Background: an optimization exercise with open tools, aiming at small area and a short achievable clock period. Do not read the settings as production practice.
RTL that was checked went through simulation tests only; none was proved equivalent to the original.
For runs 2 and 3, only the layout was checked, not whether the RTL still works.
Power and IR drop assume default switching activity.

--- flow/config.mk ---
export PLATFORM = sky130hd
export DESIGN_NAME = FpAdd
export DESIGN_NICKNAME = FpAdd
export VERILOG_FILES = /design/flow/design.v
export SDC_FILE = /design/flow/constraint.sdc
export NUM_CORES = 4
export LEC_CHECK = 0
export CAP_MARGIN = 20
export CORE_MARGIN = 2
export CORE_UTILIZATION = 40
export SLEW_MARGIN = 20
--- flow/constraint.sdc ---
create_clock -name core_clock -period 10.0 [get_ports {iCLK}]
set_input_delay 2.0000 -clock core_clock [delete_from_list [all_inputs] [get_ports {iCLK}]]
set_output_delay 2.0000 -clock core_clock [all_outputs]
set_load 0.01 [all_outputs]
--- flow/design.v ---
module FpAdd (
    input             iCLK,
    input      [26:0] iA,
    input      [26:0] iB,
    output reg [26:0] oSum
);
    wire        A_s;
    wire [7:0]  A_e;
    wire [17:0] A_f;
    wire        B_s;
    wire [7:0]  B_e;
    wire [17:0] B_f;
    assign A_s = iA[26];
    assign A_e = iA[25:18];
    assign A_f = {1'b1, iA[17:1]};
    assign B_s = iB[26];
    assign B_e = iB[25:18];
    assign B_f = {1'b1, iB[17:1]};
    wire A_larger;
    wire [7:0]  exp_diff_A;
    wire [7:0]  exp_diff_B;
    wire [7:0]  larger_exp;
    wire [36:0] A_f_shifted;
    wire [36:0] B_f_shifted;
    assign exp_diff_A = B_e - A_e;  
    assign exp_diff_B = A_e - B_e;  
    assign larger_exp = (B_e > A_e) ? B_e : A_e;
    assign A_f_shifted = A_larger             ? {1'b0,  A_f, 18'b0} :
                         (exp_diff_A > 9'd35) ? 37'b0 :
                         ({1'b0, A_f, 18'b0} >> exp_diff_A);
    assign B_f_shifted = ~A_larger            ? {1'b0,  B_f, 18'b0} :
                         (exp_diff_B > 9'd35) ? 37'b0 :
                         ({1'b0, B_f, 18'b0} >> exp_diff_B);
    assign A_larger =    (A_e > B_e)                   ? 1'b1  :
                         ((A_e == B_e) && (A_f > B_f)) ? 1'b1  :
                         1'b0;
    wire [36:0] pre_sum;
    assign pre_sum = ((A_s^B_s) &  A_larger) ? A_f_shifted - B_f_shifted :
                     ((A_s^B_s) & ~A_larger) ? B_f_shifted - A_f_shifted :
                     A_f_shifted + B_f_shifted;
    reg  [36:0] buf_pre_sum;
    reg  [7:0]  buf_larger_exp;
    reg         buf_A_e_zero;
    reg         buf_B_e_zero;
    reg  [26:0] buf_A;
    reg  [26:0] buf_B;
    reg         buf_oSum_s;
    always @(posedge iCLK) begin
        buf_pre_sum    <= pre_sum;
        buf_larger_exp <= larger_exp;
        buf_A_e_zero   <= (A_e == 8'b0);
        buf_B_e_zero   <= (B_e == 8'b0);
        buf_A          <= iA;
        buf_B          <= iB;
        buf_oSum_s     <= A_larger ? A_s : B_s;
    end
    wire [36:0] pre_frac;
    assign pre_frac = buf_pre_sum;
    wire [17:0] oSum_f;
    wire [7:0]  shft_amt;
    assign shft_amt = pre_frac[36] ? 8'd0  : pre_frac[35] ? 8'd1  :
                      pre_frac[34] ? 8'd2  : pre_frac[33] ? 8'd3  :
                      pre_frac[32] ? 8'd4  : pre_frac[31] ? 8'd5  :
                      pre_frac[30] ? 8'd6  : pre_frac[29] ? 8'd7  :
                      pre_frac[28] ? 8'd8  : pre_frac[27] ? 8'd9  :
                      pre_frac[26] ? 8'd10 : pre_frac[25] ? 8'd11 :
                      pre_frac[24] ? 8'd12 : pre_frac[23] ? 8'd13 :
                      pre_frac[22] ? 8'd14 : pre_frac[21] ? 8'd15 :
                      pre_frac[20] ? 8'd16 : pre_frac[19] ? 8'd17 :
                      pre_frac[18] ? 8'd18 : pre_frac[17] ? 8'd19 :
                      pre_frac[16] ? 8'd20 : pre_frac[15] ? 8'd21 :
                      pre_frac[14] ? 8'd22 : pre_frac[13] ? 8'd23 :
                      pre_frac[12] ? 8'd24 : pre_frac[11] ? 8'd25 :
                      pre_frac[10] ? 8'd26 : pre_frac[9]  ? 8'd27 :
                      pre_frac[8]  ? 8'd28 : pre_frac[7]  ? 8'd29 :
                      pre_frac[6]  ? 8'd30 : pre_frac[5]  ? 8'd31 :
                      pre_frac[4]  ? 8'd32 : pre_frac[3]  ? 8'd33 :
                      pre_frac[2]  ? 8'd34 : pre_frac[1]  ? 8'd35 :
                      pre_frac[0]  ? 8'd36 : 8'd37;
    wire [53:0] pre_frac_shft, uflow_shift;
    assign pre_frac_shft = {pre_frac, 17'b0} << (shft_amt+1);  
	 assign uflow_shift = {pre_frac, 17'b0} << (shft_amt);  
    assign oSum_f = pre_frac_shft[53:36];
    wire [7:0] oSum_e;
    assign oSum_e = buf_larger_exp - shft_amt + 8'b1;
    wire underflow;
	 assign underflow = ~uflow_shift[53]; 
	 always @(posedge iCLK) begin
			oSum <= (buf_A_e_zero && buf_B_e_zero)    ? 27'b0 :
                  buf_A_e_zero                     ? buf_B :
                  buf_B_e_zero                     ? buf_A :
                  underflow                        ? 27'b0 :
                  (pre_frac == 0)                  ? 27'b0 :
                  {buf_oSum_s, oSum_e, oSum_f};
	 end  
endmodule
--- flow/run.sh ---
#!/bin/bash
# synth_recipe.tcl (not shown) runs the flow's synth.tcl, then flattens the netlist and writes it again
# the make line also repeats each setting of config.mk as NAME=value (left out here)
make -C /OpenROAD-flow-scripts/flow DESIGN_CONFIG=/design/flow/config.mk WORK_HOME=/design/flow/orfs CLKGATE_MAP_FILE= SYNTH_SCRIPT=/design/flow/synth_recipe.tcl finish
==> flow_metrics.env, run 1 <==
export IMPL_drv_slew=0
export IMPL_clk_path_buf_depth=2
export IMPL_final_hold_viol_count=0
export IMPL_place_ws_ns=0.3392
export IMPL_leakage_nw=7.420
export IMPL_ant_nets=0
export IMPL_core_area_sq_mm=0.03749
export IMPL_wl_um=60820
export IMPL_max_stage_delay_ns=0.58
export IMPL_nFillCells=3777
export IMPL_cp_max_fo=9
export IMPL_rsz0062_at_grt="no"
export IMPL_fmax_ghz=0.1070
export IMPL_clkSlewWorstSetupHoldPaths_ns=0.06
export IMPL_worst_pin_slew_ns=0.9583
export IMPL_dieHeight_um=198.7
export IMPL_cap_violations=0
export IMPL_tns_ns=0
export IMPL_holdWs_ns=0.4280
export IMPL_cts_buffers=17
export IMPL_dp_hpwl_um=49810
export IMPL_period_needed_ns=9.350
export IMPL_cpMostUsedCell="a21o_1"
export IMPL_vdd_ir_drop_max_uv=200.7
export IMPL_synth_cell_types=92
export IMPL_synth_area_per_cell_sq_um=7.627
export IMPL_fp_dieArea_sq_mm=0.03946
export IMPL_critPathKind="input pin to register"
export IMPL_drive_gt1_frac=0.1055
export IMPL_period_share=0.9350
export IMPL_worst_path_dominant_cell_family="compound AO/OA/AOI/OAI gates"
export IMPL_syn_nets=2159
export IMPL_io_buffers=81
export IMPL_worst_slack_ns=0.6501
export IMPL_status="complete, no violations"
export IMPL_grt_pass1_vias=15201
export IMPL_area_growth_pct=15.23
export IMPL_clock_latency_ns=0.42
export IMPL_power_per_cell_area_mw_per_mm2=283.5
export IMPL_grt_antenna_before_repair=5
export IMPL_io_pins=82
export IMPL_ys_ff_latch=129
export IMPL_viasPerCell=6.168
export IMPL_ys_flop_type="dfxtp_1"
export IMPL_drt_iter0_drc=1600
export IMPL_final_common_cell="nand2_1"
export IMPL_cts_tree="done"
export IMPL_cts_sinks=129
export IMPL_fin_util=0.4659
export IMPL_cp_num_buf_inv=4
export IMPL_cp_arrival_ns=9.69
export IMPL_hold_path_class="register to register"
export IMPL_worstPathRequired_ns=10.34
export IMPL_start_util=0.4043
export IMPL_rows=71
export IMPL_die_w_um=198.7
export IMPL_grt_pass1_wl_um=92250
export IMPL_synthArstFlopShare=0
export IMPL_nets=2244
export IMPL_slew_headroom=0.3598
export IMPL_critical_path_slowest_cell="clkdlybuf4s50_1"
export IMPL_cts_root_buffer="clkbuf_16"
export IMPL_ys_seq_area_frac=0.1704
export IMPL_grt_overflow_total=0
export IMPL_syn_inst=1987
export IMPL_setup_viol=0
export IMPL_ys_warn_count=1
export IMPL_crit_path_end_kind="register"
export IMPL_synth_edf_count=0
export IMPL_grt_max_degree=45
export IMPL_crit_path_start_kind="input pin"
export IMPL_h_tree_depth=4
export IMPL_clock_skew_ns=0.007574
export IMPL_gp_congestion=1.039
export IMPL_postCtsSetupBuffers=0
export IMPL_final_cell_mix="209 x nand2_1, 162 x nor2_1, 161 x a21oi_1"
export IMPL_antenna_cells=0
export IMPL_synth_area_sq_mm=0.01516
export IMPL_drc=0
export IMPL_hold_buffers=0
export IMPL_wire_per_inst_um=23.43
export IMPL_track_usage=0.3088
export IMPL_num_vias=16012
export IMPL_first_pass_iters=6
through the flow:
| step | area (sq um) | power (W) | cells |
|---|---|---|---|
| 4_1_cts | 17460 | 0.004903 | 2596 |
| 3_5_place_dp | 16890 | 0.004301 | 2564 |
| 6_report | 17460 | 0.004950 | 2596 |
| 3_3_place_gp | 16890 | 0.004285 | 2564 |
| 2_1_floorplan | 15160 | 0.003224 | 1987 |
| 5_1_grt | 17460 | 0.005283 | 2596 |
Yosys cell counts, types with 23 or more instances:
cell type | instances | area share
nand2_1 | 209 | 0.052
nor2_1 | 164 | 0.041
a21oi_1 | 161 | 0.053
o21ai_0 | 135 | 0.045
dfxtp_1 | 129 | 0.17
inv_1 | 119 | 0.029
ha_1 | 112 | 0.092
clkbuf_1 | 72 | 0.018
xnor2_1 | 64 | 0.037
mux2i_1 | 63 | 0.042
a21o_1 | 61 | 0.030
xor2_1 | 47 | 0.027
mux4_2 | 44 | 0.065
nand3_1 | 43 | 0.014
nor3_1 | 39 | 0.013
a22oi_1 | 36 | 0.018
a211oi_1 | 25 | 0.012
o21a_1 | 23 | 0.011
final cells by class:
cell class / instances / area, sq um / area share
Sequential cell: 129 / 2582 / 0.1479
Clock inverter: 13 / 126.4 / 0.007236
Timing Repair Buffer: 166 / 1474 / 0.08440
Clock buffer: 19 / 442.9 / 0.02536
Tap cell: 511 / 639.4 / 0.03661
Inverter: 119 / 446.7 / 0.02558
Multi-Input combinational cell: 1639 / 11750 / 0.6729
worst reg2reg max path, delay by kind of cell, from the launching register on:
family	cells	cell delay (ns)
flip-flops	1	0.49
buffers and inverters	2	0.55
adder cells (fa/ha/maj)	1	0.29
AND/OR/NAND/NOR	3	0.53
AO/OA/AOI/OAI	8	1.95
multiplexers	2	1.14
sequential cells by signal, indices dropped and copies added (netlist names):
name / flops
buf_pre_sum: 37
buf_oSum_s: 1
buf_A_e_zero: 1
buf_larger_exp: 8
buf_B: 27
buf_B_e_zero: 1
oSum: 27
buf_A: 27
worst paths after layout:
kind	startpoint	endpoint	slack (ns)	depth (start not counted)
worst max-delay path	iA[19]	buf_pre_sum[33]	0.65	27
worst max register to register	buf_pre_sum[4]	oSum[9]	4.95	16
worst min register to register	buf_A[24]	oSum[24]	0.43	2
worst min-delay path	buf_A[24]	oSum[24]	0.43	2
cell families (layout without fill, tap and decap cells):
family                     count (synthesis)  in the layout  synth area share
adders and majority gates                117            117           0.09907
buffers and inverters                    219            317           0.05738
and+or+nand+nor                          628            628            0.1962
xor gates and xnor gates                 112            112           0.06522
DFF                                      129            129            0.1704
AOI/OAI and AO/OA                        649            649            0.2805
muxes                                    133            133            0.1313
timing repair:
item,4_1_cts,5_1_grt
endpoints found under the setup margin,0,5
hold endpoints to repair,0,0
resized for setup,0,2
where the power goes:
part | internal [W] | switching [W] | total [W]
Clock | 0.000353 | 0.000241 | 0.000594
Combinational | 0.00149 | 0.00201 | 0.00350
Sequential | 0.000684 | 0.000169 | 0.000853
Total | 0.00253 | 0.00242 | 0.00495
layer usage:
metal  GRT usage  wire length, um
met1      0.4176            26540
met2      0.4965            27270
met3     0.04680             4773
met4      0.1155             2212
met5           0               27
==> inputs of run 2 (changes only) <==
==> flow/design.v (replaced) <==
module FpAdd (
    input             iCLK,
    input      [26:0] iA,
    input      [26:0] iB,
    output reg [26:0] oSum
);
    wire        A_s = iA[26];
    wire [7:0]  A_e = iA[25:18];
    wire        B_s = iB[26];
    wire [7:0]  B_e = iB[25:18];
    wire A_larger = iA[25:1] > iB[25:1];
    wire [7:0]  L_e  = A_larger ? A_e : B_e;
    wire [7:0]  S_e  = A_larger ? B_e : A_e;
    wire [16:0] L_fr = A_larger ? iA[17:1] : iB[17:1];
    wire [16:0] S_fr = A_larger ? iB[17:1] : iA[17:1];
    wire        L_0  = A_larger ? iA[0] : iB[0];
    wire        L_s  = A_larger ? A_s : B_s;
    wire pass = (A_e == 8'd0) | (B_e == 8'd0);
    wire [8:0]  dAB = {1'b0, A_e} - {1'b0, B_e};
    wire [7:0]  dBA = B_e - A_e;
    wire [7:0]  d   = dAB[8] ? dBA : dAB[7:0];
    wire [17:0] s = {1'b1, S_fr};
    wire [19:0] W = pass ? 20'd0 : ({s, 2'b00} >> d);
    reg sticky;
    integer i;
    always @* begin
        sticky = 1'b0;
        for (i = 0; i < 18; i = i + 1)
            if ((i + 3 <= d) && (i + 18 >= d))
                sticky = sticky | s[i];
        if (d > 8'd35 || pass)
            sticky = 1'b0;
    end
    wire [20:0] Lw = {2'b01, L_fr, pass & L_0, 1'b0};
    wire [20:0] Sw = {1'b0, W};
    wire        sub = A_s ^ B_s;
    wire [20:0] Sx  = Sw ^ {21{sub}};
    wire        cin = sub & ~sticky;
    reg  [21:0] G, P, Gn, Pn;
    reg  [20:0] sum;
    integer k, m;
    always @* begin
        G = {Lw & Sx, cin};
        P = {Lw ^ Sx, 1'b0};
        for (k = 1; k < 22; k = k * 2) begin
            Gn = G; Pn = P;
            for (m = k; m < 22; m = m + 1) begin
                Gn[m] = G[m] | (P[m] & G[m-k]);
                Pn[m] = P[m] & P[m-k];
            end
            G = Gn; P = Pn;
        end
        sum = (Lw ^ Sx) ^ G[20:0];
    end
    reg [20:0] r_sum;
    reg [7:0]  r_e;
    reg        r_s;
    always @(posedge iCLK) begin
        r_sum <= sum;
        r_e   <= L_e;
        r_s   <= L_s;
    end
    reg [4:0] lz;
    integer j;
    always @* begin
        lz = 5'd21;
        for (j = 0; j < 21; j = j + 1)
            if (r_sum[j])
                lz = 5'd20 - j[4:0];
    end
    wire [20:0] norm  = r_sum << lz;
    wire [7:0]  e_out = r_e + 8'd1 - {3'd0, lz};
    wire        zero  = (r_e == 8'd0) | ~norm[20];
    always @(posedge iCLK)
        oSum <= zero ? 27'd0 : {r_s, e_out, norm[19:2]};
endmodule
--- a/flow/config.mk
+++ b/flow/config.mk
@@ -10,2 +10,3 @@
 export CORE_UTILIZATION = 40
+export SETUP_SLACK_MARGIN = 3
 export SLEW_MARGIN = 20
==> run 2 against run 1 <==
Setup slack improved by 2.2 ns. Wire length fell by 49%. Count of clock-buffer cells in the layout fell by 10. Flip-flop and latch count fell by 72. Worst hold slack got worse by 0.014 ns. Sequential share of layout area fell by 4.7 points. Largest power group unchanged. Critical path depth rose by 6. Clock power fell by 53%. Area after synthesis fell by 49%.
==> flow_metrics.env, run 2 <==
export IMPL_fp_dieArea_sq_mm=0.02026
export IMPL_cts_root_buffer="clkbuf_16"
export IMPL_first_pass_iters=5
export IMPL_clock_skew_ns=0.008420
export IMPL_tns_ns=0
export IMPL_vdd_ir_drop_max_uv=106.5
export IMPL_startpoint="iB[18]"
export IMPL_final_common_cell="buf_4"
export IMPL_worst_pin_slew_ns=0.8850
export IMPL_p_comb_frac=0.701
export IMPL_min_to="oSum[26]"
export IMPL_grt_overflow_total=0
export IMPL_largest_reg_flops=27
export IMPL_core_area_sq_mm=0.01877
export IMPL_synth_area_sq_mm=0.007655
export IMPL_status="complete, no violations"
export IMPL_ys_ff_latch=57
export IMPL_die_w_um=142.3
export IMPL_yosys_area_top_type="dfxtp_1"
export IMPL_critical_path_slowest_cell="a2111oi_4"
export IMPL_power_per_cell_area_mw_per_mm2=203.7
export IMPL_ys_flop_type="dfxtp_1"
export IMPL_synth_cell_types=82
export IMPL_dp_hpwl_um=21580
export IMPL_p_int_w=0.001236
export IMPL_syn_nets=1187
export IMPL_ant_nets=0
export IMPL_yosys_top_cells_count="118 x nand2_1, 79 x nor2_1, 75 x a21oi_1"
export IMPL_syn_inst=1064
export IMPL_wire_per_inst_um=20.66
export IMPL_critPathKind="input pin to register"
export IMPL_drv_slew=0
export IMPL_synthTopCellsByArea="dfxtp_1 15%, ha_1 11%, mux2i_1 6.0%"
export IMPL_clkSlewWorstSetupHoldPaths_ns=0.06
export IMPL_cts_sinks=57
export IMPL_drive_gt1_frac=0.3254
export IMPL_r2r_start="r_sum[19]"
export IMPL_cts_tree="done"
export IMPL_max_stage_delay_ns=0.39
export IMPL_final_cell_mix="126 x buf_4, 111 x nand2_1, 72 x nor2_1"
export IMPL_dpl_cell_count=1345
export IMPL_fmax_ghz=0.1395
export IMPL_num_vias=9381
export IMPL_cp_max_fo=4
export IMPL_worstPathRequired_ns=10.21
export IMPL_grt_pass1_vias=8570
export IMPL_viasPerCell=6.254
export IMPL_dpl_instance_area_sq_mm=0.008777
export IMPL_switchingPower_w=0.001066
export IMPL_cap_violations=0
export IMPL_grt_antenna_before_repair=0
export IMPL_antenna_cells=0
export IMPL_synth_area_per_cell_sq_um=7.194
export IMPL_reg2reg_depth=13
export IMPL_io_buffers=81
export IMPL_h_tree_depth=3
export IMPL_grt_max_degree=31
export IMPL_synth_most_common_cell="nand2_1"
export IMPL_crit_path_end_kind="register"
export IMPL_io_pins=82
export IMPL_hold_depth=2
export IMPL_grt_pass1_wl_um=46290
export IMPL_drc=0
export IMPL_hold_path_class="register to register"
export IMPL_start_util=0.4079
export IMPL_seqPwrFrac=0.178
export IMPL_area_growth_pct=47.63
export IMPL_gp_congestion=0.9931
export IMPL_leakage_nw=4.656
export IMPL_fin_area_sq_mm=0.01130
export IMPL_min_delay_start="r_s"
export IMPL_grtUsageMet2=0.4833
export IMPL_crit_path_start_kind="input pin"
export IMPL_yosysTopAreaCellShare=0.1491
export IMPL_rows=50
export IMPL_nets=1384
export IMPL_layoutNonFillerInstCount=1500
export IMPL_ys_seq_area_frac=0.1491
export IMPL_period_needed_ns=7.167
export IMPL_met3_usage=0.04139
export IMPL_synthArstFlopShare=0
export IMPL_top_usage_layer="met2"
export IMPL_final_hold_viol_count=0
export IMPL_drt_iter0_drc=916
export IMPL_dieHeight_um=142.3
export IMPL_setup_viol=0
export IMPL_clock_latency_ns=0.34
export IMPL_r2r_slack_ns=5.98
export IMPL_largestRegisters="oSum: 27 flops, r_sum: 21 flops, r_e: 8 flops"
export IMPL_nFillCells=1674
export IMPL_period_share=0.7167
export IMPL_slew_headroom=0.4046
export IMPL_cts_buffers=9
export IMPL_wl_um=31000
export IMPL_cp_arrival_ns=7.38
export IMPL_clk_path_buf_depth=2
export IMPL_ys_warn_count=1
export IMPL_regMostFlops="oSum"
export IMPL_p_sw_frac=0.4629
export IMPL_synth_edf_count=0
export IMPL_track_usage=0.2889
export IMPL_grtUsageMet1=0.3586
export IMPL_pwr_share_clk=0.121
export IMPL_rsz0062_at_grt="yes"
export IMPL_rr_endpoint="oSum[25]"
[run 2: cell types whose count changed in the layout (fill, tap and decap cells not counted), sizes merged, moves of 50 or more]
cell,previous run,this run
a21oi,161,79
buf,85,177
clkdlybuf4s50,81,31
dfxtp,129,57
inv,125,72
nand2,209,118
nor2,165,80
o21ai,139,75
[run 2: cell families after synthesis]
logic type | synth area share
and+or+nand+nor | 0.2385
AOI/OAI and AO/OA | 0.2975
buffers and inverters | 0.06832
adders and majority gates | 0.1141
DFF | 0.1491
muxes | 0.08222
xor gates and xnor gates | 0.05034
[run 2: power by group through the flow]
| stage | logic, W | clock network [W] | registers, W |
|---|---|---|---|
| 2_1_floorplan | 0.000912 | 0 | 0.000431 |
| 3_3_place_gp | 0.00134 | 0 | 0.000413 |
| 3_5_place_dp | 0.00134 | 0 | 0.000416 |
| 4_1_cts | 0.00149 | 0.000284 | 0.000411 |
| 5_1_grt | 0.00173 | 0.000291 | 0.000426 |
| 6_report | 0.00161 | 0.000278 | 0.000409 |
[run 2: how the worst max path moves through the flow]
stage	slack (ns)	to
after floorplan	2.94	r_sum[19]
after global placement	1.18	r_sum[19]
after detailed placement	1.01	r_sum[19]
after CTS	2.88	r_sum[19]
after global routing	2.54	r_sum[19]
final	2.83	r_sum[19]
[run 2: per-layer routing]
metal,up-vias,part of all wire
met3,149,0.083
met4,0,0.057
met2,567,0.46
li1,4342,-
met5,-,0
met1,4323,0.40
[run 2: timing repair]
| item | in CTS | in global routing |
|---|---|---|
| endpoints found under the hold margin | 0 | 0 |
| gates cloned | 2 | 2 |
| endpoints found under the setup margin | 18 | 12 |
| setup buffers | 100 | 35 |
| gates resized for setup | 288 | 149 |
| hold buffers | 0 | 0 |
| pin swaps | 92 | 75 |
[run 2: metrics by stage]
step / power [W] / util / worst slack (ns) / hold slack [ns]
after floorplan: 0.001343 / - / 2.937 / 0.3936
after global placement: 0.001751 / 0.4677 / 1.180 / 0.4191
after detailed placement: 0.001756 / 0.4677 / 1.010 / 0.4229
after CTS: 0.002180 / 0.5681 / 2.877 / 0.4230
after global routing: 0.002449 / 0.6021 / 2.536 / 0.4280
final: 0.002302 / 0.6021 / 2.833 / 0.4136
[run 2: layout make-up]
class                   instances  area, sq um  share of cell area
multi-input cells             879         7202              0.6373
flip-flops and latches         57         1141              0.1010
repair buffers                241         2101              0.1859
inverters                      73        284.0             0.02513
well taps                     234        292.8             0.02591
clock inverters                 7        55.05            0.004872
clock buffers                   9        225.2             0.01993
[run 2: critical path, delay by kind of cell]
| family | cells | cell delay [ns] |
|---|---|---|
| AOI/OAI and AO/OA | 17 | 2.83 |
| and+or+nand+nor | 7 | 1.04 |
| adders and majority gates | 3 | 0.72 |
| buffers and inverters | 4 | 0.50 |
| xor gates and xnor gates | 2 | 0.28 |
==> inputs of run 3 (changes only) <==
--- a/flow/design.v
+++ b/flow/design.v
@@ -36,20 +36,3 @@
     wire        sub = A_s ^ B_s;
-    wire [20:0] Sx  = Sw ^ {21{sub}};
-    wire        cin = sub & ~sticky;
-    reg  [21:0] G, P, Gn, Pn;
-    reg  [20:0] sum;
-    integer k, m;
-    always @* begin
-        G = {Lw & Sx, cin};
-        P = {Lw ^ Sx, 1'b0};
-        for (k = 1; k < 22; k = k * 2) begin
-            Gn = G; Pn = P;
-            for (m = k; m < 22; m = m + 1) begin
-                Gn[m] = G[m] | (P[m] & G[m-k]);
-                Pn[m] = P[m] & P[m-k];
-            end
-            G = Gn; P = Pn;
-        end
-        sum = (Lw ^ Sx) ^ G[20:0];
-    end
+    wire [20:0] sum = sub ? (Lw - Sw - {20'd0, sticky}) : (Lw + Sw);
     reg [20:0] r_sum;
==> run 3 against run 2 <==
Count of clock-buffer cells in the layout rose by 3. Synthesized cell count grew 6.7%. Global-route usage shrank 4.0 points. Die area increased by 8.1%. Wire length is 7.8% lower. Sequential share of layout area fell by 0.081 points. Critical path depth is 6 lower. Total power fell by 7.3%. Highest routed layer unchanged.
==> flow_metrics.env, run 3 <==
export IMPL_status="complete, no violations"
export IMPL_layoutNonFillerInstCount=1550
export IMPL_drv_slew=0
export IMPL_wire_per_inst_um=18.44
export IMPL_grt_pass1_vias=8376
export IMPL_largest_reg_flops=27
export IMPL_regMostFlops="oSum"
export IMPL_vdd_ir_drop_max_uv=112.0
export IMPL_io_pins=82
export IMPL_fin_area_sq_mm=0.01139
export IMPL_grt_pass1_wl_um=44300
export IMPL_fmax_ghz=0.1436
export IMPL_core_area_sq_mm=0.02030
export IMPL_grt_antenna_before_repair=0
export IMPL_hold_path_class="register to register"
export IMPL_worstPathRequired_ns=10.21
export IMPL_synthTopCellsByArea="ha_1 15%, dfxtp_1 14%, a21oi_1 5.9%"
export IMPL_cap_violations=0
export IMPL_largestRegisters="oSum: 27 flops, r_sum: 21 flops, r_e: 8 flops"
export IMPL_drt_iter0_drc=761
export IMPL_worst_pin_slew_ns=0.7916
export IMPL_ant_nets=0
export IMPL_cp_max_fo=7
export IMPL_setup_viol=0
export IMPL_crit_path_start_kind="input pin"
export IMPL_cts_root_buffer="clkbuf_16"
export IMPL_clkSlewWorstSetupHoldPaths_ns=0.05
export IMPL_cts_tree="done"
export IMPL_multi_input_area_sq_mm=0.007666
export IMPL_clock_latency_ns=0.33
export IMPL_num_vias=9165
export IMPL_grt_max_degree=26
export IMPL_area_growth_pct=37.35
export IMPL_yosys_top_cells_count="122 x nand2_1, 103 x inv_1, 100 x ha_1"
export IMPL_io_buffers=81
export IMPL_power_per_cell_area_mw_per_mm2=187.3
export IMPL_dieHeight_um=148
export IMPL_dpl_cell_count=1452
export IMPL_synth_cell_types=83
export IMPL_synth_most_common_cell="nand2_1"
export IMPL_nets=1435
export IMPL_drc=0
export IMPL_antenna_cells=0
export IMPL_tns_ns=0
export IMPL_clk_path_buf_depth=2
export IMPL_synth_area_per_cell_sq_um=7.308
export IMPL_wl_um=28590
export IMPL_viasPerCell=5.913
export IMPL_die_w_um=148
export IMPL_cts_sinks=57
export IMPL_fin_util=0.5612
export IMPL_dpl_instance_area_sq_mm=0.009405
export IMPL_ys_flop_type="dfxtp_1"
export IMPL_syn_inst=1135
export IMPL_grt_overflow_total=0
export IMPL_leakage_nw=4.768
export IMPL_fp_dieArea_sq_mm=0.02190
export IMPL_ys_ff_latch=57
export IMPL_rsz0062_at_grt="yes"
export IMPL_gp_congestion=0.9398
export IMPL_synthArstFlopShare=0
export IMPL_synth_edf_count=0
export IMPL_track_usage=0.2493
export IMPL_h_tree_depth=3
export IMPL_start_util=0.4086
export IMPL_cp_arrival_ns=7.17
export IMPL_ys_warn_count=1
export IMPL_seqCellArea_sq_mm=0.001141
export IMPL_clock_skew_ns=0.009789
export IMPL_final_cell_mix="115 x nand2_1, 85 x nor2_1, 84 x inv_1"
export IMPL_dp_hpwl_um=20680
export IMPL_ys_seq_area_frac=0.1376
export IMPL_hold_buffers=0
export IMPL_slew_headroom=0.4667
export IMPL_cts_buffers=9
export IMPL_rows=52
export IMPL_period_needed_ns=6.962
export IMPL_crit_path_end_kind="register"
export IMPL_yosysTopAreaCellShare=0.1509
export IMPL_synth_area_sq_mm=0.008294
export IMPL_final_hold_viol_count=0
export IMPL_yosys_area_top_type="ha_1"
export IMPL_period_share=0.6962
export IMPL_total_power_w=0.002134
export IMPL_final_common_cell="nand2_1"
export IMPL_drive_gt1_frac=0.2781
export IMPL_nFillCells=1908
export IMPL_syn_nets=1295
export IMPL_first_pass_iters=5
export IMPL_critPathKind="input pin to register"
[run 3: cell types whose count changed in the layout (fill, tap and decap cells not counted), sizes merged, moves of 11 or more]
| cell | before | now |
|---|---|---|
| mux2i | 46 | 29 |
| buf | 177 | 117 |
| ha | 65 | 100 |
| nor2b | 5 | 16 |
| xnor2 | 37 | 24 |
| mux4 | 5 | 16 |
| inv | 72 | 103 |
| a211oi | 26 | 10 |
| a21oi | 79 | 101 |
| nor2 | 80 | 93 |
[run 3: per-stage QoR]
| stage | hold slack [ns] | setup WS, ns |
|---|---|---|
| final | 0.4487 | 3.038 |
| after global routing | 0.4704 | 2.823 |
| after CTS | 0.4504 | 2.968 |
| after detailed placement | 0.4304 | 0.6777 |
| after global placement | 0.4251 | 0.8378 |
| after floorplan | 0.3936 | 3.009 |
[run 3: cell type report]
class / instances / area share
Tap cell: 270 / 0.02965
Timing Repair Buffer: 173 / 0.1351
Multi-Input combinational cell: 930 / 0.6729
Clock inverter: 4 / 0.002416
Sequential cell: 57 / 0.1002
Clock buffer: 12 / 0.02252
Inverter: 104 / 0.03723
[run 3: path summary, 6_finish.rpt]
kind	slack, ns	startpoint	end	cells after the start
worst max-delay path	3.04	iB[12]	r_sum[18]	27
worst min-delay path	0.45	r_s	oSum[26]	2
worst min register to register	0.45	r_s	oSum[26]	2
worst max register to register	5.81	r_sum[5]	oSum[25]	19
[run 3: kinds of logic after synthesis]
logic type               after synthesis  share of synthesized area
AND/OR/NAND/NOR                      375                     0.2199
AO/OA/AOI/OAI                        354                     0.2771
buffers and inverters                152                    0.07196
adder cells (fa/ha/maj)              105                     0.1629
flip-flops                            57                     0.1376
multiplexers                          53                    0.08931
XOR/XNOR                              39                    0.04118
[run 3: worst max-delay path, cell delays in order]
cell     delay (ns)
buf_12         0.10
inv_8          0.03
ha_4           0.25
nand4_1        0.09
buf_6          0.15
buf_12         0.12
nor3_4         0.19
nor4_4         0.10
and4_4         0.22
or2_4          0.32
buf_6          0.14
mux2i_4        0.18
mux4_2         0.48
mux2_4         0.30
o31a_1         0.27
nor3_4         0.19
ha_4           0.25
ha_4           0.22
a21oi_2        0.13
o21ai_1        0.08
a21oi_1        0.18
or4b_4         0.49
a41oi_2        0.17
o21ai_1        0.09
a21oi_2        0.17
xor2_1         0.16
a21oi_1        0.09
[run 3: what timing repair did]
action	in CTS	in global routing
buffers inserted	45	33
endpoints found under the hold margin	0	0
pin swaps	62	85
resized for setup	272	191
gates cloned	4	0
setup endpoints to repair	20	13
[run 3: layer usage]
metal,share of wire,vias up,global-route usage
met2,0.46,417,0.3979
li1,-,4427,-
met4,0.040,0,0.1019
met3,0.073,63,0.03704
met1,0.43,4258,0.3373
met5,0,-,0
[run 3: where the power goes]
group	total, W	internal (W)	switching [W]
sequential	0.000397	0.000328	0.0000696
combinational	0.00145	0.000671	0.000781
clock	0.000285	0.000180	0.000105
total	0.00213	0.00118	0.000955
==> inputs of run 4 (changes only) <==
--- a/flow/design.v
+++ b/flow/design.v
@@ -18,5 +18,3 @@
     wire pass = (A_e == 8'd0) | (B_e == 8'd0);
-    wire [8:0]  dAB = {1'b0, A_e} - {1'b0, B_e};
-    wire [7:0]  dBA = B_e - A_e;
-    wire [7:0]  d   = dAB[8] ? dBA : dAB[7:0];
+    wire [7:0]  d = L_e - S_e;
     wire [17:0] s = {1'b1, S_fr};
--- a/flow/config.mk
+++ b/flow/config.mk
@@ -10,3 +10,2 @@
 export CORE_UTILIZATION = 40
-export SETUP_SLACK_MARGIN = 3
 export SLEW_MARGIN = 20
==> run 4 against run 3 <==
Global-route usage shrank 2.6 points. Clock skew shrank 0.0027 ns. Largest cell class unchanged. Via count shrank 18%. Register-to-register slack lost 0.22 ns. Final area shrank 19%. Clock power shrank 5%. Wire length shrank 22%. Setup slack lost 2.4 ns. Largest power group unchanged.
==> flow_metrics.env, run 4 <==
export IMPL_synth_area_sq_mm=0.007651
export IMPL_max_stage_delay_ns=0.61
export IMPL_yosysTopAreaCellShare=0.1504
export IMPL_seqPwrFrac=0.229
export IMPL_ys_warn_count=1
export IMPL_period_needed_ns=9.410
export IMPL_pwr_share_clk=0.170
export IMPL_critPathKind="input pin to register"
export IMPL_wl_met3_um=998
export IMPL_cp_num_buf_inv=4
export IMPL_drv_slew=0
export IMPL_regMostFlops="oSum"
export IMPL_clk_path_buf_depth=2
export IMPL_slew_headroom=0.3394
export IMPL_synth_adder_area_share=0.1596
export IMPL_wl_um=22270
export IMPL_cts_buffers=9
export IMPL_synth_most_common_cell="nand2_1"
export IMPL_grt_pass1_wl_um=36260
export IMPL_synth_compound_area_frac=0.2258
export IMPL_worst_pin_slew_ns=0.9908
export IMPL_die_w_um=142.3
export IMPL_vdd_ir_drop_max_uv=114.4
export IMPL_synthTopCellsByArea="ha_1 15%, dfxtp_1 15%, mux2i_1 10%"
export IMPL_grt_max_degree=51
export IMPL_clock_latency_ns=0.33
export IMPL_start_util=0.4077
export IMPL_grt_overflow_total=0
export IMPL_worst_slack_ns=0.5901
export IMPL_syn_inst=1025
export IMPL_dieHeight_um=142.3
export IMPL_clkSlewWorstSetupHoldPaths_ns=0.05
export IMPL_cp_arrival_ns=9.61
export IMPL_cts_tree="done"
export IMPL_track_usage=0.2228
export IMPL_setup_viol=0
export IMPL_nets=1266
export IMPL_p_comb_frac=0.601
export IMPL_yosys_top_cells_count="99 x nand2_1, 92 x ha_1, 87 x inv_1"
export IMPL_ys_flop_type="dfxtp_1"
export IMPL_cp_max_fo=14
export IMPL_drt_iter0_drc=682
export IMPL_h_tree_depth=3
export IMPL_largestRegisters="oSum: 27 flops, r_sum: 21 flops, r_e: 8 flops"
export IMPL_synth_mux_area_frac=0.1447
export IMPL_met1_length_um=10700
export IMPL_crit_path_start_kind="input pin"
export IMPL_clock_skew_ns=0.007075
export IMPL_p_sw_frac=0.4142
export IMPL_io_pins=82
export IMPL_ys_ff_latch=57
export IMPL_met2WireLength_um=9666
export IMPL_rsz0062_at_grt="no"
export IMPL_drive_gt1_frac=0.09643
export IMPL_fmax_ghz=0.1063
export IMPL_p_int_w=0.0009313
export IMPL_crit_path_end_kind="register"
export IMPL_grt_pass1_vias=7076
export IMPL_dp_hpwl_um=18480
export IMPL_cts_sinks=57
export IMPL_core_area_sq_mm=0.01877
export IMPL_gp_congestion=0.9371
export IMPL_grt_antenna_before_repair=0
export IMPL_final_cell_mix="98 x nand2_1, 92 x ha_1, 87 x inv_1"
export IMPL_synthSimpleGateAreaFrac=0.2141
export IMPL_syn_nets=1175
export IMPL_num_vias=7560
export IMPL_final_hold_viol_count=0
export IMPL_critical_path_slowest_cell="or4_4"
export IMPL_synth_cell_types=75
export IMPL_area_growth_pct=20.52
export IMPL_yosys_area_top_type="ha_1"
export IMPL_fp_dieArea_sq_mm=0.02025
export IMPL_rows=50
export IMPL_status="complete, no violations"
export IMPL_power_per_cell_area_mw_per_mm2=172.4
export IMPL_io_buffers=81
export IMPL_switchingPower_w=0.0006585
export IMPL_viasPerCell=5.583
export IMPL_largest_reg_flops=27
export IMPL_synthArstFlopShare=0
export IMPL_cap_violations=0
export IMPL_hold_buffers=0
export IMPL_synth_edf_count=0
export IMPL_leakage_nw=4.195
export IMPL_ant_nets=0
export IMPL_first_pass_iters=6
export IMPL_wire_per_inst_um=16.45
export IMPL_period_share=0.9410
export IMPL_cts_root_buffer="clkbuf_16"
export IMPL_cpMostUsedCell="ha_1"
export IMPL_tns_ns=0
export IMPL_synthXorXnorAreaFrac=0.04121
export IMPL_hold_path_class="register to register"
export IMPL_place_ws_ns=0.1265
export IMPL_drc=0
export IMPL_antenna_cells=0
export IMPL_worstPathRequired_ns=10.20
export IMPL_final_common_cell="nand2_1"
export IMPL_ys_seq_area_frac=0.1491
export IMPL_routed_top_layer="met4"
export IMPL_synth_top_family_by_area="compound AO/OA/AOI/OAI gates"
export IMPL_worst_path_dominant_cell_family="simple AND/OR/NAND/NOR gates"
export IMPL_synth_area_per_cell_sq_um=7.464
## run 4: cell count changes after synthesis, moves of 8 or more
| cell | change |
|---|---|
| mux4_2 | -15 |
| and2_1 | +14 |
| ha_1 | -8 |
| mux2i_1 | +49 |
| mux2_2 | +19 |
| nor3_1 | -10 |
| a21oi_1 | -23 |
| buf_2 | -8 |
| o211ai_1 | -13 |
| o21ai_0 | -39 |
| nand2_1 | -23 |
| inv_1 | -16 |
## run 4: worst paths after layout
kind	cells after the start	slack [ns]	end	from
worst max-delay path	33	0.59	r_sum[20]	iB[24]
worst min-delay path	1	0.44	oSum[26]	r_s
worst max register to register	11	5.59	oSum[24]	r_sum[18]
worst min register to register	1	0.44	oSum[26]	r_s
## run 4: cell families after synthesis
| logic type | Yosys count |
|---|---|
| adders and majority gates | 96 |
| AOI/OAI and AO/OA | 264 |
| and+or+nand+nor | 336 |
| xor gates and xnor gates | 36 |
| DFF | 57 |
| buffers and inverters | 130 |
| muxes | 106 |
## run 4: metrics by stage
stage          hold WS, ns  std cells  total power, W  utilization  instance area, sq um
4_1_cts             0.4456       1354        0.001584       0.4897                  9190
2_1_floorplan       0.4057       1025       0.0009941            -                  7651
3_3_place_gp        0.4209       1339        0.001304       0.4752                  8919
6_report            0.4447       1354        0.001590       0.4913                  9221
5_1_grt             0.4767       1354        0.001717       0.4913                  9221
3_5_place_dp        0.4318       1339        0.001308       0.4752                  8919
## run 4: layout make-up
cell class                      instances  area, sq um
Clock buffer                           10        239.0
Clock inverter                          5        32.53
Fill cell                            1883         9547
Inverter                               90        337.8
Multi-Input combinational cell        838         6058
Sequential cell                        57         1141
Tap cell                              234        292.8
Timing Repair Buffer                  120         1120
## run 4: repair_timing
| item | 4_1_cts | 5_1_grt |
|---|---|---|
| resized for setup | 0 | 9 |
| setup buffers | 0 | 0 |
| setup endpoints to repair | 0 | 5 |
## run 4: worst register-to-register path, cell delays in order (launching register included)
cell and delay, ns:
dfxtp_1 0.38, or4_1 0.63, a21oi_1 0.80, clkinv_1 0.73
ha_1 0.53, ha_1 0.30, a21o_1 0.18, a21o_1 0.19
a21o_1 0.18, a21oi_1 0.17, xor2_1 0.15, nor2_1 0.05
## run 4: routing by layer
metal	vias to the layer above	GRT usage
li1	3874	-
met1	3414	0.3045
met2	223	0.3562
met3	49	0.02591
met4	0	0.09276
met5	-	0
## run 4: power by group through the flow
stage | Sequential, W | Clock, W | Combinational [W]
6_report | 0.000364 | 0.000271 | 0.000955
5_1_grt | 0.000375 | 0.000285 | 0.00106
4_1_cts | 0.000364 | 0.000275 | 0.000944
3_5_place_dp | 0.000369 | 0 | 0.000939
3_3_place_gp | 0.000368 | 0 | 0.000936
2_1_floorplan | 0.000386 | 0 | 0.000608

==> re-timing with driven ports <==
The flow's constraints put no driver on any port. The routed layouts listed below were extracted and timed again, unchanged, in two steps.
Step 1 sets driving cells, clkbuf_16 on the clock port and buf_2 on the other inputs (assumed; they add their load-dependent delay and slew).
Step 2 moves the port delays by t, midway between the first and last clock arrival at a register: inputs arrive t later, outputs are due t later. That takes back most of the time a late clock gives input paths.
a / b / c = no drivers / after step 1 / after step 2; a / b = the first two.
run | t (ns) | setup WS [ns] | worst setup path after step 2 | clock arrival spread, ns | slew at the worst register clock pin (ns)
run 1 | 0.463 | 0.650 / 0.672 / 0.209 | input to register | 0.013 / 0.012 | 0.06 / 0.06
run 2 | 0.367 | 2.833 / 2.844 / 2.476 | input to register | 0.009 / 0.009 | 0.06 / 0.06
run 3 | 0.368 | 3.038 / 3.019 / 2.651 | input to register | 0.010 / 0.010 | 0.06 / 0.06
run 4 | 0.365 | 0.590 / 0.601 / 0.236 | input to register | 0.007 / 0.007 | 0.05 / 0.05
After both steps every run listed still meets setup and hold. The setup slack of run 1, which loses most, moves by +0.022 ns with the drivers and by -0.441 ns with both steps.
